This design comes from an exercise in tuning for small area and a short achievable clock period on the open sky130 flow, not from production work. The RTL was checked by simulation tests, not by an equivalence proof against the original design.

==> flow/design.v (outline; a module is shown in full before it is edited, if it fits) <==
// module rms_fifo: 48 lines
// module rms: 12624 lines
module rms(input clk, input rst, input pushin, input [1:0] cmdin, input signed [31:0] Xin,
           input pullout, output stopout, output [31:0] Xout);
  // ...
==> flow/flow/run.sh <==
#!/bin/bash
# Layout flow: the standard flow with three changes to synthesis:
#  - Yosys synth runs with -noabc (no generic ABC pass before full-adder
#    extraction), so the adders written in the RTL are extracted as written;
#  - only full adders are extracted (extract_fa -fa), no half adders;
#  - the final ABC technology mapping uses an area-oriented script
#    (flow/abc_area_map.script).
# Placement buffers the ports with buf_2 cells (BUFFER_PORTS_ARGS).
# CTS runs without dummy loads (CTS_ARGS; same clustering as config.mk).
# Synthesis otherwise is synth_recipe.tcl (-nofsm -noshare, flatten, rename);
# floorplan through finish is the standard.sh unchanged.
set -euo pipefail
HERE=$(pwd)
SCRIPT=$HERE/flow/abc_area_map.script
{
  echo "# synth_recipe.tcl with synth -noabc and the final abc call using $SCRIPT"
  echo "proc abc {args} {"
  echo "  set i [lsearch -exact \$args -script]"
  echo "  if {\$i >= 0} { lset args [expr {\$i + 1}] $SCRIPT }"
  echo "  yosys abc {*}\$args"
  echo "}"
  echo 'proc synth {args} { yosys synth -nofsm -noshare -noabc {*}$args }'
  echo 'proc extract_fa {args} { yosys extract_fa -fa }'
  tail -n +2 synth_recipe.tcl
} > my_synth.tcl
grep -q '^source .*synth.tcl' my_synth.tcl
sed "s#SYNTH_SCRIPT=[^ ]*#SYNTH_SCRIPT=$HERE/my_synth.tcl#" standard.sh > my_standard.sh
grep -q "SYNTH_SCRIPT=$HERE/my_synth.tcl" my_standard.sh
bash my_standard.sh synth > synth.log 2>&1
export BUFFER_PORTS_ARGS="-buffer_cell sky130_fd_sc_hd__buf_2"
export CTS_ARGS="-sink_clustering_enable -repair_clock_nets -sink_clustering_size 18 -sink_clustering_max_diameter 50 -buf_list {sky130_fd_sc_hd__clkbuf_4 sky130_fd_sc_hd__clkbuf_8} -dont_use_dummy_load"
bash my_standard.sh finish > layout.log 2>&1
test -f out/final.def
==> flow/flow/abc_area_map.script <==
strash
dc2
dch
amap
topo
stime -c
==> flow/standard.sh <==
#!/bin/bash
# synth_recipe.tcl (not shown) runs the flow's synth.tcl, then flattens the netlist and writes it again
# the make line also repeats each setting of config.mk as NAME=value (left out here)
make -C /OpenROAD-flow-scripts/flow DESIGN_CONFIG=/design/flow/config.mk WORK_HOME=/design/flow/orfs CLKGATE_MAP_FILE= SYNTH_SCRIPT=/design/flow/synth_recipe.tcl "${@:-finish}"
==> flow/config.mk <==
export PLATFORM = sky130hd
export DESIGN_NAME = rms
export DESIGN_NICKNAME = rms
export VERILOG_FILES = /design/flow/design.v
export SDC_FILE = /design/flow/constraint.sdc
export NUM_CORES = 4
export LEC_CHECK = 0
export ABC_AREA = 1
export CAP_MARGIN = 30
export CORE_MARGIN = 2
export CORE_UTILIZATION = 70
export CTS_BUF_LIST = sky130_fd_sc_hd__clkbuf_4 sky130_fd_sc_hd__clkbuf_8
export CTS_CLUSTER_DIAMETER = 50
export CTS_CLUSTER_SIZE = 18
export PLACE_DENSITY = 0.8
export SLEW_MARGIN = 20
==> flow/constraint.sdc <==
create_clock -name core_clock -period 220.0 [get_ports {clk}]
set_input_delay 44.0000 -clock core_clock [delete_from_list [all_inputs] [get_ports {clk}]]
set_output_delay 44.0000 -clock core_clock [all_outputs]
set_load 0.01 [all_outputs]
==> reports/metrics.cfg, run 1 <==
[run_status]
status = finished clean

[routing]
met2WireLength_um = 117000
viasPerCell = 7.01

[final_layout]
instances_no_fill = 8872
fraction_of_area_in_multi_input_gates_pct = 49.9
n_clock_buffer = 143
most_frequent_cells_in_the_layout = 1604 x sky130_fd_sc_hd__fa_1, 1428 x sky130_fd_sc_hd__edfxtp_1, 841 x sky130_fd_sc_hd__o22a_1
finalInstanceArea_um2 = 106000
multi_input_area_um2 = 52900
buffers_excl_clock = 255

[floorplan]
dieArea_um2 = 145000
core_area_um2 = 141000
start_util_pct = 70.4

[hold_path]
min_path_cells = 0

[sta]
finalClockSkew_ns = 0.149
layout_worst_path_cycle_share_pct = 20.7

[logic_synthesis]
synthArstFlopShare_pct = 1.91
post_synth_fa_ha_maj_area_fraction_pct = 32.3
yosys.cell_count.top_type = sky130_fd_sc_hd__fa_1
post_synth_num_cell_types = 43

[global_route]
first_global_vias = 66821
grt_first_pass_wirelength_um = 373000

[critical_path]
endpoint = Xout[19]
worst_path_dominant_cell_family = flip-flops
timing.critical_path.required_ns = 176.00

[clocking]
ctsHtreeMaxLevel = 4

==> inputs of run 2 (changes only) <==
--- a/flow/flow/run.sh
+++ b/flow/flow/run.sh
@@ -28,6 +28,6 @@
 grep -q "SYNTH_SCRIPT=$HERE/my_synth.tcl" my_standard.sh
 bash my_standard.sh synth > synth.log 2>&1
 export BUFFER_PORTS_ARGS="-buffer_cell sky130_fd_sc_hd__buf_2"
-export CTS_ARGS="-sink_clustering_enable -repair_clock_nets -sink_clustering_size 18 -sink_clustering_max_diameter 50 -buf_list {sky130_fd_sc_hd__clkbuf_4 sky130_fd_sc_hd__clkbuf_8} -dont_use_dummy_load"
+export CTS_ARGS="-sink_clustering_enable -repair_clock_nets -sink_clustering_size 18 -sink_clustering_max_diameter 50 -buf_list {sky130_fd_sc_hd__clkbuf_4 sky130_fd_sc_hd__clkbuf_8} -dont_use_dummy_load -root_buf sky130_fd_sc_hd__clkbuf_16"
 bash my_standard.sh finish > layout.log 2>&1
 test -f out/final.def
==> run 2 against run 1 <==
Net effect:
- first-iteration DRC count grew 0.36%
- final cell count is essentially flat
- count of clock-buffer cells in the layout unchanged
- fmax up 0.30%
==> reports/metrics.cfg, run 2 <==
[logic_synthesis]
post_synthesis_net_count = 8224  ; unchanged
post_synth_num_cell_types = 43  ; unchanged
netlist_top_cells_count = 1604 x sky130_fd_sc_hd__fa_1, 1428 x sky130_fd_sc_hd__edfxtp_1, 864 x sky130_fd_sc_hd__nor2_1  ; unchanged
avgSynthCellArea_um2 = 15.1  ; unchanged
synth_largest_area_cell = sky130_fd_sc_hd__edfxtp_1  ; unchanged
synth_top_cell_area_share_pct = 43.1  ; unchanged
synth_edf_count = 1428  ; unchanged
yosysWarningCount = 2  ; unchanged
synthArstFlopShare_pct = 1.91  ; unchanged
yosys.cell_count.top_type = sky130_fd_sc_hd__fa_1  ; unchanged
synth_ff_type = sky130_fd_sc_hd__edfxtp_1  ; unchanged
yosys_register_bits = 1574  ; unchanged
netlist_instances = 6582  ; unchanged
synth_area_um2 = 99500  ; unchanged
synthTopCellsByArea = sky130_fd_sc_hd__edfxtp_1 43%, sky130_fd_sc_hd__fa_1 32%, sky130_fd_sc_hd__o22a_1 7.4%  ; unchanged
synth-seq-area-share_pct = 46.2  ; unchanged

[routing]
detailroute.via_count = 62240  ; about the same
avgRoutedWirePerCell_um = 26.2  ; about the same
final_antenna_net_count = 0  ; unchanged
drtIter0Drc = 6942  ; was 6917
dr.pass1.iters = 8  ; was 9
drcViolationCount = 0  ; unchanged
dr_wl_met3_um = 19500  ; was 19300 um
routed_wirelength_um = 232000  ; about the same
wl_met1_um = 82900  ; about the same
viasPerCell = 7.02  ; was 7.01
highest_layer = met5  ; unchanged
met2WireLength_um = 117000  ; about the same

[clocking]
cts-resized-gates = 0  ; unchanged
clk-insertion-delay-late_ns = 0.81  ; was 0.94 ns
clock_tree.buffer_depth = 3  ; unchanged
ctsHtreeMaxLevel = 4  ; unchanged
clock_sinks = 1574  ; unchanged
clockRootBuffer = sky130_fd_sc_hd__clkbuf_16  ; was sky130_fd_sc_hd__clkbuf_8
cts-buffers-inserted = 143  ; unchanged
path_clk_slew_ns = 0.10  ; about the same
cts.repair_timing.setup_buffer_count = 0  ; unchanged
holdBufCountCts = 0  ; unchanged
cts_tree = yes  ; unchanged

[hold_path]
min_path_cells = 0  ; unchanged
min_to = p3_S_41  ; unchanged
hold_path.class = reg2reg  ; unchanged
hp-start = p2_S_41  ; unchanged

[final_layout]
finalInstanceArea_um2 = 106000  ; about the same
register_with_the_highest_flop_count = u_fifo.mem  ; unchanged
drive_gt1_share_pct = 6.53  ; unchanged
biggestRegsByFlops = u_fifo.mem (736), S (72)  ; unchanged
multi_input_area_um2 = 52900  ; unchanged
layout.nets = 8624  ; unchanged
leading_cell_type_in_the_layout_fill_and_taps_excluded = sky130_fd_sc_hd__fa_1  ; unchanged
instances_no_fill = 8870  ; was 8872
fill_cells = 8603  ; was 8605
area.sequential_um2 = 46000  ; unchanged
syn2layout_area_growth_pct = 6.72  ; was 6.71%
most_frequent_cells_in_the_layout = 1604 x sky130_fd_sc_hd__fa_1, 1428 x sky130_fd_sc_hd__edfxtp_1, 841 x sky130_fd_sc_hd__o22a_1  ; unchanged
largest_register_ffs = 736  ; unchanged
diodes = 0  ; was 2

[sta]
finalSetupViolations = 0  ; unchanged
post-route-worst-setup-slack_ns = 174.65  ; was 174.52 ns
finalClockSkew_ns = 0.162  ; was 0.149 ns
rsz0062_at_grt = no  ; unchanged
period_needed_ns = 45.35  ; was 45.48 ns
setup_total_negative_slack_ns = 0  ; unchanged
timing.final.hold_violations = 0  ; unchanged
layout_worst_path_cycle_share_pct = 20.6  ; was 20.7%
headroom_to_the_max_slew_limit_pct = 20.1  ; was 19.1%
max_slew.worst_pin.slew_ns = 1.20  ; was 1.21 ns
achievable-frequency_ghz = 0.0221  ; was 0.0220 GHz
drv_slew = 0  ; unchanged

[critical_path]
criticalPathCategory = reg2out  ; unchanged
setup.reg_to_reg.worst_slack_ns = 175.61  ; was 175.57 ns
timing.critical_path.buf_inv = 1  ; unchanged
worst-r2r-cell-count = 121  ; unchanged
slowest_stage = sky130_fd_sc_hd__edfxtp_1  ; unchanged
timing.critical_path.required_ns = 176.00  ; about the same
worst_path_dominant_cell_family = flip-flops  ; unchanged
critPathMaxStageDelay_ns = 0.38  ; about the same
critPathMaxFanout = 1  ; unchanged
critical_path.reg2reg.endpoint = p4_w2780  ; unchanged
crit_chain = buf_2  ; unchanged
reg_to_reg_start = p3_w1729  ; unchanged
critical_path.startpoint_type = flip-flop  ; unchanged
worstSetupEndpointType = output pin  ; unchanged
critical_path_arrival_ns = 1.35  ; was 1.48 ns

[place]
dp_worst_setup_slack_ns = 174.55  ; unchanged
instance_count_after_placement_with_tap_cells_included = 8714  ; unchanged
post_dp_cell_area_um2 = 104000  ; unchanged
port_buffers = 70  ; unchanged
detailed_place_hpwl_um = 162000  ; unchanged
gp_congestion = 0.955  ; unchanged

[floorplan]
start_util_pct = 70.4  ; unchanged
core_area_um2 = 141000  ; unchanged
die_w_um = 381  ; unchanged
dieArea_um2 = 145000  ; unchanged
die_height_um = 381  ; unchanged
fp-row-count = 138  ; unchanged
ios = 71  ; unchanged

[global_route]
antenna_violations_before_repair = 2  ; was 3
first_global_vias = 66811  ; about the same
maximum_number_of_pins_on_one_net_before_global_route_repair = 179  ; unchanged
gr-total-overflow = 0  ; unchanged
grt_first_pass_wirelength_um = 373000  ; about the same
track_usage_pct = 33.3  ; about the same

[run]
max_cap_violations = 0  ; unchanged

[run_status]
status = finished clean  ; unchanged

[run 2: cell counts after synthesis]
Identical to the previous run, type by type.
[run 2: worst register-to-register path: cells and delay by family (launching register included)]
family          cells  cell delay [ns]
compound gates     17             3.33
buf+inv            11             3.09
flops               1             0.69
simple gates       14             2.19
fa+ha+maj          79            34.80
[run 2: per-layer routing]
metal | up-vias | GRT usage [%]
met5 | - | 0
met4 | 4 | 15.5
met3 | 851 | 5.93
met2 | 3232 | 56.0
met1 | 32160 | 42.7
li1 | 25993 | -
[run 2: final cells by class]
cell class              count  area share, %
repair buffers            255           1.82
well taps                1890           2.23
clock buffers             143           1.86
inverters                 262          0.942
flip-flops and latches   1574           43.3
multi-input cells        4746           49.8
[run 2: worst max-delay path by stage]
stage | from | endpoint | slack [ns] | cells after the start
4_1_cts | u_fifo.Xout[19] | Xout[19] | 174.61 | 1
5_1_grt | p3_w1729 | p4_w2780 | 173.73 | 121
2_1_floorplan | p2_w1729 | p3_w2366 | 174.11 | 103
3_5_place_dp | pullout | u_fifo.rp1[4] | 174.55 | 7
6_report | u_fifo.Xout[19] | Xout[19] | 174.65 | 1
3_3_place_gp | pullout | u_fifo.rp1[4] | 174.58 | 7
[run 2: cells by family after synthesis]
| family | after synthesis | share of synthesized area [%] |
|---|---|---|
| AND/OR/NAND/NOR | 1243 | 5.32 |
| buffers and inverters | 262 | 0.989 |
| AO/OA/AOI/OAI | 1898 | 15.2 |
| flip-flops | 1574 | 46.2 |
| adder cells (fa/ha/maj) | 1604 | 32.3 |
| XOR/XNOR | 1 | 0.00881 |
[run 2: per-stage QoR]
| stage | util, % | hold slack, ns |
|---|---|---|
| after floorplan | - | 0.367 |
| after global placement | 73.5 | 0.400 |
| after detailed placement | 73.6 | 0.405 |
| after CTS | 75.0 | 0.359 |
| after global routing | 75.2 | 0.365 |
| final | 75.2 | 0.359 |
==> inputs of run 3 (changes only) <==
--- a/flow/flow/run.sh
+++ b/flow/flow/run.sh
@@ -6,7 +6,8 @@
 #  - the final ABC technology mapping uses an area-oriented script
 #    (flow/abc_area_map.script).
 # Placement buffers the ports with buf_2 cells (BUFFER_PORTS_ARGS).
-# CTS runs without dummy loads (CTS_ARGS; same clustering as config.mk).
+# CTS runs without dummy loads and with a clkbuf_16 root buffer (CTS_ARGS;
+# same clustering as config.mk).
 # Synthesis otherwise is synth_recipe.tcl (-nofsm -noshare, flatten, rename);
 # floorplan through finish is the standard.sh unchanged.
 set -euo pipefail
==> run 3 against run 2 <==
Net effect:
- via count unchanged
- core utilization unchanged
- die area did not move
- highest routed layer unchanged
- critical path type unchanged
- register-to-register slack about the same
- area after synthesis is the same
- largest cell class unchanged
- critical endpoint unchanged
- first-iteration DRC count unchanged
==> reports/metrics.cfg, run 3 <==
[run_status]
status = finished clean  ; unchanged

[logic_synthesis]
post_synth_num_cell_types = 43  ; unchanged
netlist_top_cells_count = 1604 x sky130_fd_sc_hd__fa_1, 1428 x sky130_fd_sc_hd__edfxtp_1, 864 x sky130_fd_sc_hd__nor2_1  ; unchanged
synth_ff_type = sky130_fd_sc_hd__edfxtp_1  ; unchanged
synthArstFlopShare_pct = 1.91  ; unchanged
yosys_register_bits = 1574  ; unchanged
synth_edf_count = 1428  ; unchanged
synthTopCellsByArea = sky130_fd_sc_hd__edfxtp_1 43%, sky130_fd_sc_hd__fa_1 32%, sky130_fd_sc_hd__o22a_1 7.4%  ; unchanged
synth_top_cell_area_share_pct = 43.1  ; unchanged
yosys.cell_count.top_type = sky130_fd_sc_hd__fa_1  ; unchanged
yosysWarningCount = 2  ; unchanged
netlist_instances = 6582  ; unchanged
synth_area_um2 = 99500  ; unchanged
synth-seq-area-share_pct = 46.2  ; unchanged
avgSynthCellArea_um2 = 15.1  ; unchanged
synth_largest_area_cell = sky130_fd_sc_hd__edfxtp_1  ; unchanged
post_synthesis_net_count = 8224  ; unchanged

[final_layout]
drive_gt1_share_pct = 6.53  ; unchanged
diodes = 0  ; unchanged
biggestRegsByFlops = u_fifo.mem (736), S (72)  ; unchanged
fill_cells = 8603  ; unchanged
area.sequential_um2 = 46000  ; unchanged
instances_no_fill = 8870  ; unchanged
register_with_the_highest_flop_count = u_fifo.mem  ; unchanged
leading_cell_type_in_the_layout_fill_and_taps_excluded = sky130_fd_sc_hd__fa_1  ; unchanged
postLayoutCoreUtil_pct = 75.2  ; unchanged
multi_input_area_um2 = 52900  ; unchanged
largest_register_ffs = 736  ; unchanged
most_frequent_cells_in_the_layout = 1604 x sky130_fd_sc_hd__fa_1, 1428 x sky130_fd_sc_hd__edfxtp_1, 841 x sky130_fd_sc_hd__o22a_1  ; unchanged
finalInstanceArea_um2 = 106000  ; unchanged
syn2layout_area_growth_pct = 6.72  ; unchanged
layout.nets = 8624  ; unchanged

[critical_path]
reg_to_reg_start = p3_w1729  ; unchanged
timing.critical_path.buf_inv = 1  ; unchanged
critPathMaxFanout = 1  ; unchanged
timing.critical_path.required_ns = 176.00  ; about the same
crit_chain = buf_2  ; unchanged
worst_path_dominant_cell_family = flip-flops  ; unchanged
criticalPathCategory = reg2out  ; unchanged
critical_path.startpoint_type = flip-flop  ; unchanged
critical_path_arrival_ns = 1.35  ; about the same
slowest_stage = sky130_fd_sc_hd__edfxtp_1  ; unchanged
cp-startpoint = u_fifo.Xout[19]  ; unchanged
worstSetupEndpointType = output pin  ; unchanged
critPathMaxStageDelay_ns = 0.38  ; about the same

[sta]
period_needed_ns = 45.35  ; unchanged
max_slew.worst_pin.slew_ns = 1.20  ; unchanged
achievable-frequency_ghz = 0.0221  ; unchanged
finalSetupViolations = 0  ; unchanged
timing.final.hold_violations = 0  ; unchanged
headroom_to_the_max_slew_limit_pct = 20.1  ; unchanged
finalClockSkew_ns = 0.162  ; unchanged
rsz0062_at_grt = no  ; unchanged
setup_total_negative_slack_ns = 0  ; unchanged
layout_worst_path_cycle_share_pct = 20.6  ; unchanged
drv_slew = 0  ; unchanged

[clocking]
holdBufCountCts = 0  ; unchanged
ctsHtreeMaxLevel = 4  ; unchanged
clock_sinks = 1574  ; unchanged
cts-buffers-inserted = 143  ; unchanged
cts.repair_timing.setup_buffer_count = 0  ; unchanged
clk-insertion-delay-late_ns = 0.81  ; about the same
clockRootBuffer = sky130_fd_sc_hd__clkbuf_16  ; unchanged
cts-resized-gates = 0  ; unchanged
path_clk_slew_ns = 0.10  ; about the same
cts_tree = yes  ; unchanged
clock_tree.buffer_depth = 3  ; unchanged

[place]
post_dp_cell_area_um2 = 104000  ; unchanged
instance_count_after_placement_with_tap_cells_included = 8714  ; unchanged
gp_congestion = 0.955  ; unchanged
detailed_place_hpwl_um = 162000  ; unchanged
port_buffers = 70  ; unchanged

[global_route]
first_global_vias = 66811  ; unchanged
maximum_number_of_pins_on_one_net_before_global_route_repair = 179  ; unchanged
antenna_violations_before_repair = 2  ; unchanged
grt_first_pass_wirelength_um = 373000  ; unchanged
track_usage_pct = 33.3  ; unchanged
gr-total-overflow = 0  ; unchanged

[floorplan]
start_util_pct = 70.4  ; unchanged
die_w_um = 381  ; unchanged
dieArea_um2 = 145000  ; unchanged
die_height_um = 381  ; unchanged
fp-row-count = 138  ; unchanged
core_area_um2 = 141000  ; unchanged
ios = 71  ; unchanged

[hold_path]
hp-start = p2_S_41  ; unchanged
hold_path.class = reg2reg  ; unchanged

[run]
max_cap_violations = 0  ; unchanged

[routing]
dr.pass1.iters = 8  ; unchanged
drtIter0Drc = 6942  ; unchanged
viasPerCell = 7.02  ; unchanged
avgRoutedWirePerCell_um = 26.2  ; unchanged
routed_wirelength_um = 232000  ; unchanged
detailroute.via_count = 62240  ; unchanged
final_antenna_net_count = 0  ; unchanged
drcViolationCount = 0  ; unchanged

-- run 3: cell counts in the layout (fill, tap and decap cells not counted) --
No cell type changed its count.
-- run 3: stage by stage --
stage / setup WS [ns] / hold WS (ns)
final: 174.65 / 0.359
after detailed placement: 174.55 / 0.405
after floorplan: 174.11 / 0.367
after global routing: 173.73 / 0.365
after global placement: 174.58 / 0.400
after CTS: 174.61 / 0.359
-- run 3: metal layers --
layer / track usage [%] / up-vias / part of all wire (%)
li1: - / 25993 / -
met1: 42.7 / 32160 / 36
met4: 15.5 / 4 / 5.4
met2: 56.0 / 3232 / 51
met5: 0 / - / 0.012
met3: 5.93 / 851 / 8.4
-- run 3: area by class of cell --
type                    instances  share of cell area [%]
clock buffers                 143                    1.86
multi-input cells            4746                    49.8
flip-flops and latches       1574                    43.3
well taps                    1890                    2.23
inverters                     262                   0.942
repair buffers                255                    1.82
-- run 3: logic make-up (layout without fill, tap and decap cells) --
kind of cell / Yosys count / after routing / share of synthesized area, %
flip-flops: 1574 / 1574 / 46.2
AND/OR/NAND/NOR: 1243 / 1243 / 5.32
buffers and inverters: 262 / 660 / 0.989
adder cells (fa/ha/maj): 1604 / 1604 / 32.3
AO/OA/AOI/OAI: 1898 / 1898 / 15.2
XOR/XNOR: 1 / 1 / 0.00881
-- run 3: final timing paths --
kind | end | slack (ns) | depth (start not counted)
worst max-delay path | Xout[19] | 174.65 | 1
worst min-delay path | p3_S_41 | 0.36 | 0
worst max register to register | p4_w2780 | 175.61 | 121
worst min register to register | p3_S_41 | 0.36 | 0
max in group asynchronous | u_fifo.rp[2] | 175.93 | 2
min in group asynchronous | u_fifo.rp[4] | 43.35 | 2

separate check: timing with driven ports:
Ports are ideal in the flow. The routed layouts listed here were re-timed in OpenROAD.
Step 1 sets driving cells, clkbuf_16 on the clock port and buf_2 on the other inputs (assumed; they add their load-dependent delay and slew).
Step 2, shift: input delay + t, output delay - t, t = (earliest + latest rising clock arrival at the registers) / 2. This alone moves slack from input paths to output paths.
Three values: ideal, step 1, step 2; two values: the first two.
| run | t (ns) | slack for setup (ns) | worst slew at a driven data input, ns |
|---|---|---|---|
| run 1 | 0.949 | 174.520 / 174.448 / 174.511 | 0.03 |
| run 2 | 0.815 | 174.654 / 174.575 / 174.514 | 0.03 |
| run 3 | 0.815 | 174.654 / 174.575 / 174.514 | 0.03 |
After both steps every run listed still meets setup and hold.
